Source: an optimization exercise on an open RTL-to-GDS flow (aim: small area). Production flows keep margins and buffers that such runs may drop.
Only simulation tests tie the RTL to the original design; equivalence was not proved.
No activity file was given, so power comes from the tool's default toggle rates. The clock port is modelled as an ideal driver; clocking choices that lean on that would not hold on a real chip.

Design multiplier, start of the top module:
module multiplier #(
    parameter LOGDEPTH = 6,
    parameter WIDTH = 32
) (
    input  logic                    clk,
    input  logic                    rst,
    input  logic                    EN_mult,
    output logic                    EN_writeMem,
    output logic [LOGDEPTH-1:0]     writeMem_addr,
    input  logic [16-1:0]           mult_input0,
    input  logic [16-1:0]           mult_input1,
    output logic [WIDTH-1:0]        writeMem_val,
    output logic                    RDY_mult,
    input  logic                    EN_blockRead,
    output logic                    VALID_memVal,
    output logic [WIDTH-1:0]        memVal_data,
    output logic                    EN_readMem,
    output logic [LOGDEPTH-1:0]     readMem_addr,
    input  logic [WIDTH-1:0]        readMem_val
);
    localparam int NSTG = 8;
    logic [15:0] a_q [NSTG];
    logic [15:0] b_q [NSTG];
    logic [15:0] ma, mb;
    assign ma = a_q[NSTG-1];
    assign mb = b_q[NSTG-1];
    logic [31:0] mp;
    logic mpp1;
    logic mpp2;
    logic mpp3;
    logic mpp4;
    logic mpp5;
    logic mpp6;
    logic mpp7;
    logic mpp8;
    logic mpp9;
    logic mpp10;
    logic mpp11;
    logic mpp12;
    logic mpp13;
    logic mpp14;
    logic mpp15;
    logic mpp16;
    logic mpp17;
    logic mpp18;
    logic mpp19;
    logic mpp20;
    logic mpp21;
    logic mpp22;
    logic mpp23;
    logic mpp24;
    logic mpp25;
    logic mpp26;
    logic mpp27;
    logic mpp28;
    logic mpp29;
    logic mpp30;
    logic mpp31;
    logic mpp32;
    logic mpp33;
    logic mpp34;
    logic mpp35;
    logic mpp36;
    logic mpp37;
    logic mpp38;
    logic mpp39;
    logic mpp40;
    logic mpp41;
    logic mpp42;
    logic mpp43;
    logic mpp44;
    logic mpp45;
    logic mpp46;
    logic mpp47;
    logic mpp48;
    logic mpp49;
    logic mpp50;
    logic mpp51;
    logic mpp52;
    logic mpp53;
    logic mpp54;
    logic mpp55;
    logic mpp56;
    logic mpp57;
    logic mpp58;
    logic mpp59;
    logic mpp60;
    logic mpp61;
    logic mpp62;
    logic mpp63;
    logic mpp64;
    logic mpp65;
    logic mpp66;
    logic mpp67;
    logic mpp68;
    logic mpp69;
    logic mpp70;
    logic mpp71;
    logic mpp72;
    logic mpp73;
    logic mpp74;
    logic mpp75;
    logic mpp76;
    logic mpp77;
    logic mpp78;
  ...
For scale: about 1,100 cells after synthesis, roughly 150 I/O pins, about 0.014 sq mm of cells after synthesis.
clock: 4.0 ns
lec_check: 0
cap_margin: 20
core_margin: 2
core_utilization: 70
gpl_timing_driven: 0
setup_slack_margin: 0.1
slew_margin: 20
synth_hierarchical: 1
synth_minimum_keep_size: 0
standard.sh (not shown) runs the stock make flow with config.mk's settings and CLKGATE_MAP_FILE= SYNTH_SCRIPT=/design/flow/synth_recipe.tcl, a recipe that flattens the netlist after the stock synthesis.
==> flow/flow/run.sh <==
#!/bin/bash
# The standard layout (the standard.sh, which runs ORFS) with these changes:
#  - the port buffers are buf_1 cells (buffer_ports picks a larger delay cell by default);
#  - clock tree synthesis inserts no dummy loads and uses the clock buffers and
#    sink clusters given in CTS_ARGS;
#  - the other ORFS settings given below.
# Each tool run writes its full output to its own log in this folder.
set -euo pipefail
ARGS=(
  BUFFER_PORTS_ARGS="-buffer_cell sky130_fd_sc_hd__buf_1"
  CTS_ARGS="-sink_clustering_enable -repair_clock_nets -dont_use_dummy_load -buf_list {sky130_fd_sc_hd__clkbuf_16} -sink_clustering_size 36 -sink_clustering_max_diameter 110"
  REMOVE_ABC_BUFFERS=1
)
bash standard.sh "${ARGS[@]}" floorplan > standard_floorplan.log 2>&1
ODB_FILE=orfs/results/sky130hd/multiplier/base/2_floorplan.odb REG_MASTER=sky130_fd_sc_hd__dfxtp_2 \
  openroad -no_init -exit flow/upsize_regs.tcl > upsize_regs.log 2>&1
bash standard.sh "${ARGS[@]}" finish > standard.log 2>&1
==> flow/flow/upsize_regs.tcl <==
set odb_file $::env(ODB_FILE)
read_db $odb_file
set db [ord::get_db]
set block [ord::get_db_block]
set big [$db findMaster $::env(REG_MASTER)]
set n 0
foreach inst [$block getInsts] {
  set name [string map {\\ {}} [$inst getName]]
  if {[[$inst getMaster] getName] ne "sky130_fd_sc_hd__dfxtp_1"} { continue }
  if {[regexp {^[ab]_q\[7\]\[[0-9]+\]} $name]} {
    $inst swapMaster $big
    incr n
  }
}
puts "upsized $n registers to $::env(REG_MASTER)"
write_db $odb_file
The baseline ran to the end with no violations.
Rerun with:
--- a/flow/flow/run.sh
+++ b/flow/flow/run.sh
@@ -10,3 +10,3 @@
   BUFFER_PORTS_ARGS="-buffer_cell sky130_fd_sc_hd__buf_1"
-  CTS_ARGS="-sink_clustering_enable -repair_clock_nets -dont_use_dummy_load -buf_list {sky130_fd_sc_hd__clkbuf_16} -sink_clustering_size 36 -sink_clustering_max_diameter 110"
+  CTS_ARGS="-sink_clustering_enable -repair_clock_nets -dont_use_dummy_load -buf_list {sky130_fd_sc_hd__clkbuf_16} -sink_clustering_size 30 -sink_clustering_max_diameter 100"
   REMOVE_ABC_BUFFERS=1
CORE_UTILIZATION = 72   (was 70)
After rerunning:
- The new run completed with no timing, DRC or antenna violations
- sequential power stays flat
- utilization came out higher by 1.2 points
- area after synthesis is unchanged
- count of clock-buffer cells in the layout came out higher by 2
- die area came out lower by a few percent
- via count came out higher slightly
- worst setup slack degrades by 0.070 ns
- flip-flop and latch count is unchanged
- non-clock buffer count does not change
- design area came out higher slightly
Rerun with:
==> flow/run.sh (new file) <==
#!/bin/bash
# synth_recipe.tcl (not shown) runs the flow's synth.tcl, then flattens the netlist and writes it again
# the make line also repeats each setting of config.mk as NAME=value (left out here)
make -C /OpenROAD-flow-scripts/flow DESIGN_CONFIG=/design/flow/config.mk WORK_HOME=/design/flow/orfs CLKGATE_MAP_FILE= SYNTH_SCRIPT=/design/flow/synth_recipe.tcl finish
CORE_UTILIZATION = 40   (was 72)
GPL_TIMING_DRIVEN = not set   (was 0)
SETUP_SLACK_MARGIN = not set   (was 0.1)
removed: flow/flow/run.sh
removed: flow/flow/upsize_regs.tcl
removed: flow/standard.sh
After rerunning: The changed run finished clean. Setup slack improved by 0.12 ns. Global-route usage falls by 13 points. Synthesized cell count does not change. Routed wire length goes down by 2.9%. Worst hold slack stays flat.
Rerun with:
==> flow/flow/run.sh (new file) <==
#!/bin/bash
# The standard layout (the standard.sh, which runs ORFS) with these changes:
#  - the port buffers are buf_1 cells (buffer_ports picks a larger delay cell by default);
#  - clock tree synthesis inserts no dummy loads and uses the clock buffers and
#    sink clusters given in CTS_ARGS;
#  - the other ORFS settings given below.
# Each make run writes its full output to its own log in this folder.
set -euo pipefail
ARGS=(
  BUFFER_PORTS_ARGS="-buffer_cell sky130_fd_sc_hd__buf_1"
  CTS_ARGS="-sink_clustering_enable -repair_clock_nets -dont_use_dummy_load -buf_list {sky130_fd_sc_hd__clkbuf_16} -sink_clustering_size 30 -sink_clustering_max_diameter 100"
  REMOVE_ABC_BUFFERS=1 RECOVER_POWER=100
)
bash standard.sh "${ARGS[@]}" finish > standard.log 2>&1
==> flow/standard.sh (new file) <==
#!/bin/bash
# synth_recipe.tcl (not shown) runs the flow's synth.tcl, then flattens the netlist and writes it again
# the make line also repeats each setting of config.mk as NAME=value (left out here)
make -C /OpenROAD-flow-scripts/flow DESIGN_CONFIG=/design/flow/config.mk WORK_HOME=/design/flow/orfs CLKGATE_MAP_FILE= SYNTH_SCRIPT=/design/flow/synth_recipe.tcl "${@:-finish}"
ABC_AREA = 1   (was not set)
CORE_UTILIZATION = 80   (was 40)
GPL_TIMING_DRIVEN = 0   (was not set)
removed: flow/run.sh
What happened: The changed run produced a clean layout. Worst hold slack improves by 0.010 ns. Setup slack degrades by 0.16 ns. Flip-flop and latch count stays the same. Clock power is lower by 52%. Count of clock-buffer cells in the layout went down by 33.
Rerun with:
--- a/flow/flow/run.sh
+++ b/flow/flow/run.sh
@@ -10,4 +10,4 @@
   BUFFER_PORTS_ARGS="-buffer_cell sky130_fd_sc_hd__buf_1"
-  CTS_ARGS="-sink_clustering_enable -repair_clock_nets -dont_use_dummy_load -buf_list {sky130_fd_sc_hd__clkbuf_16} -sink_clustering_size 30 -sink_clustering_max_diameter 100"
-  REMOVE_ABC_BUFFERS=1 RECOVER_POWER=100
+  CTS_ARGS="-sink_clustering_enable -repair_clock_nets -dont_use_dummy_load -root_buf sky130_fd_sc_hd__clkbuf_8 -buf_list {sky130_fd_sc_hd__clkbuf_8} -sink_clustering_size 18 -sink_clustering_max_diameter 70"
+  REMOVE_ABC_BUFFERS=1
 )
ABC_AREA = not set   (was 1)
CORE_UTILIZATION = 70   (was 80)
SETUP_SLACK_MARGIN = 0.1   (was not set)
=> Register-to-register slack improves by 0.11 ns. Utilization decreases by 9.8 points. Clock skew is about the same. Sequential power is about the same. Synthesized cell count went down by about a fifth. Clock-buffer cell count rose by 8. Global-route usage decreases by 9.5 points. Critical path depth stays the same. Worst setup slack gains 0.11 ns.
Rerun with:
==> flow/flow/run.sh (replaced) <==
#!/bin/bash
# The standard layout (the standard.sh, which runs ORFS) with these changes:
#  - the port buffers are buf_1 cells (buffer_ports picks a larger delay cell by default);
#  - clock tree synthesis inserts no dummy loads and uses the clock buffers and
#    sink clusters given in CTS_ARGS;
#  - the other ORFS settings given below.
# Each tool run writes its full output to its own log in this folder.
set -euo pipefail
ARGS=(
  BUFFER_PORTS_ARGS="-buffer_cell sky130_fd_sc_hd__buf_1"
  CTS_ARGS="-sink_clustering_enable -repair_clock_nets -dont_use_dummy_load -buf_list {sky130_fd_sc_hd__clkbuf_16} -sink_clustering_size 30 -sink_clustering_max_diameter 100"
  REMOVE_ABC_BUFFERS=1
)
bash standard.sh "${ARGS[@]}" floorplan > standard_floorplan.log 2>&1
ODB_FILE=orfs/results/sky130hd/multiplier/base/2_floorplan.odb REG_MASTER=sky130_fd_sc_hd__dfxtp_4 \
  openroad -no_init -exit flow/upsize_regs.tcl > upsize_regs.log 2>&1
bash standard.sh "${ARGS[@]}" finish > standard.log 2>&1
==> flow/flow/upsize_regs.tcl (new file) <==
set odb_file $::env(ODB_FILE)
read_db $odb_file
set db [ord::get_db]
set block [ord::get_db_block]
set big [$db findMaster $::env(REG_MASTER)]
set n 0
foreach inst [$block getInsts] {
  set name [string map {\\ {}} [$inst getName]]
  if {[[$inst getMaster] getName] ne "sky130_fd_sc_hd__dfxtp_1"} { continue }
  if {[regexp {^[ab]_q\[7\]\[[0-9]+\]} $name]} {
    $inst swapMaster $big
    incr n
  }
}
puts "upsized $n registers to $::env(REG_MASTER)"
write_db $odb_file
CORE_UTILIZATION = 80   (was 70)
=> Wire length came out higher by 22%. Critical path depth is unchanged. Synthesized area does not change. Clock power came out higher by 14%. Hold slack is better by 0.018 ns. Cell count came out lower by 3.4%. Via count came out higher by 7.0%.

[what the ideal ports hide]
Ports are ideal in the flow. The routed layouts listed here were re-timed in OpenROAD. Step 1: set_driving_cell puts a clkbuf_16 on clk and a buf_2 on each other input, an assumption about the parent block. Step 2 moves the port delays by t, midway between the first and last clock arrival at a register: inputs arrive t later, outputs are due t later. That takes back most of the time a late clock gives input paths. Three values: ideal ports, drivers, drivers and shift; two values: the first two.
run	t, ns	setup WS [ns]	hold slack, ns	clock arrival spread, ns
the first run	0.535	0.238 / 0.238 / 0.238	0.327 / 0.327 / 0.327	0.023 / 0.024
the second run	0.535	0.168 / 0.168 / 0.168	0.311 / 0.311 / 0.311	0.029 / 0.030
the third run	0.564	0.285 / 0.285 / 0.285	0.312 / 0.312 / 0.312	0.023 / 0.023
the fourth run	0.546	0.123 / 0.123 / 0.123	0.323 / 0.323 / 0.323	0.029 / 0.030
the fifth run	0.586	0.231 / 0.231 / 0.231	0.311 / 0.302 / 0.311	0.029 / 0.030
the sixth run	0.543	0.368 / 0.368 / 0.368	0.330 / 0.330 / 0.330	0.016 / 0.016
After both steps every run listed still meets setup and hold.
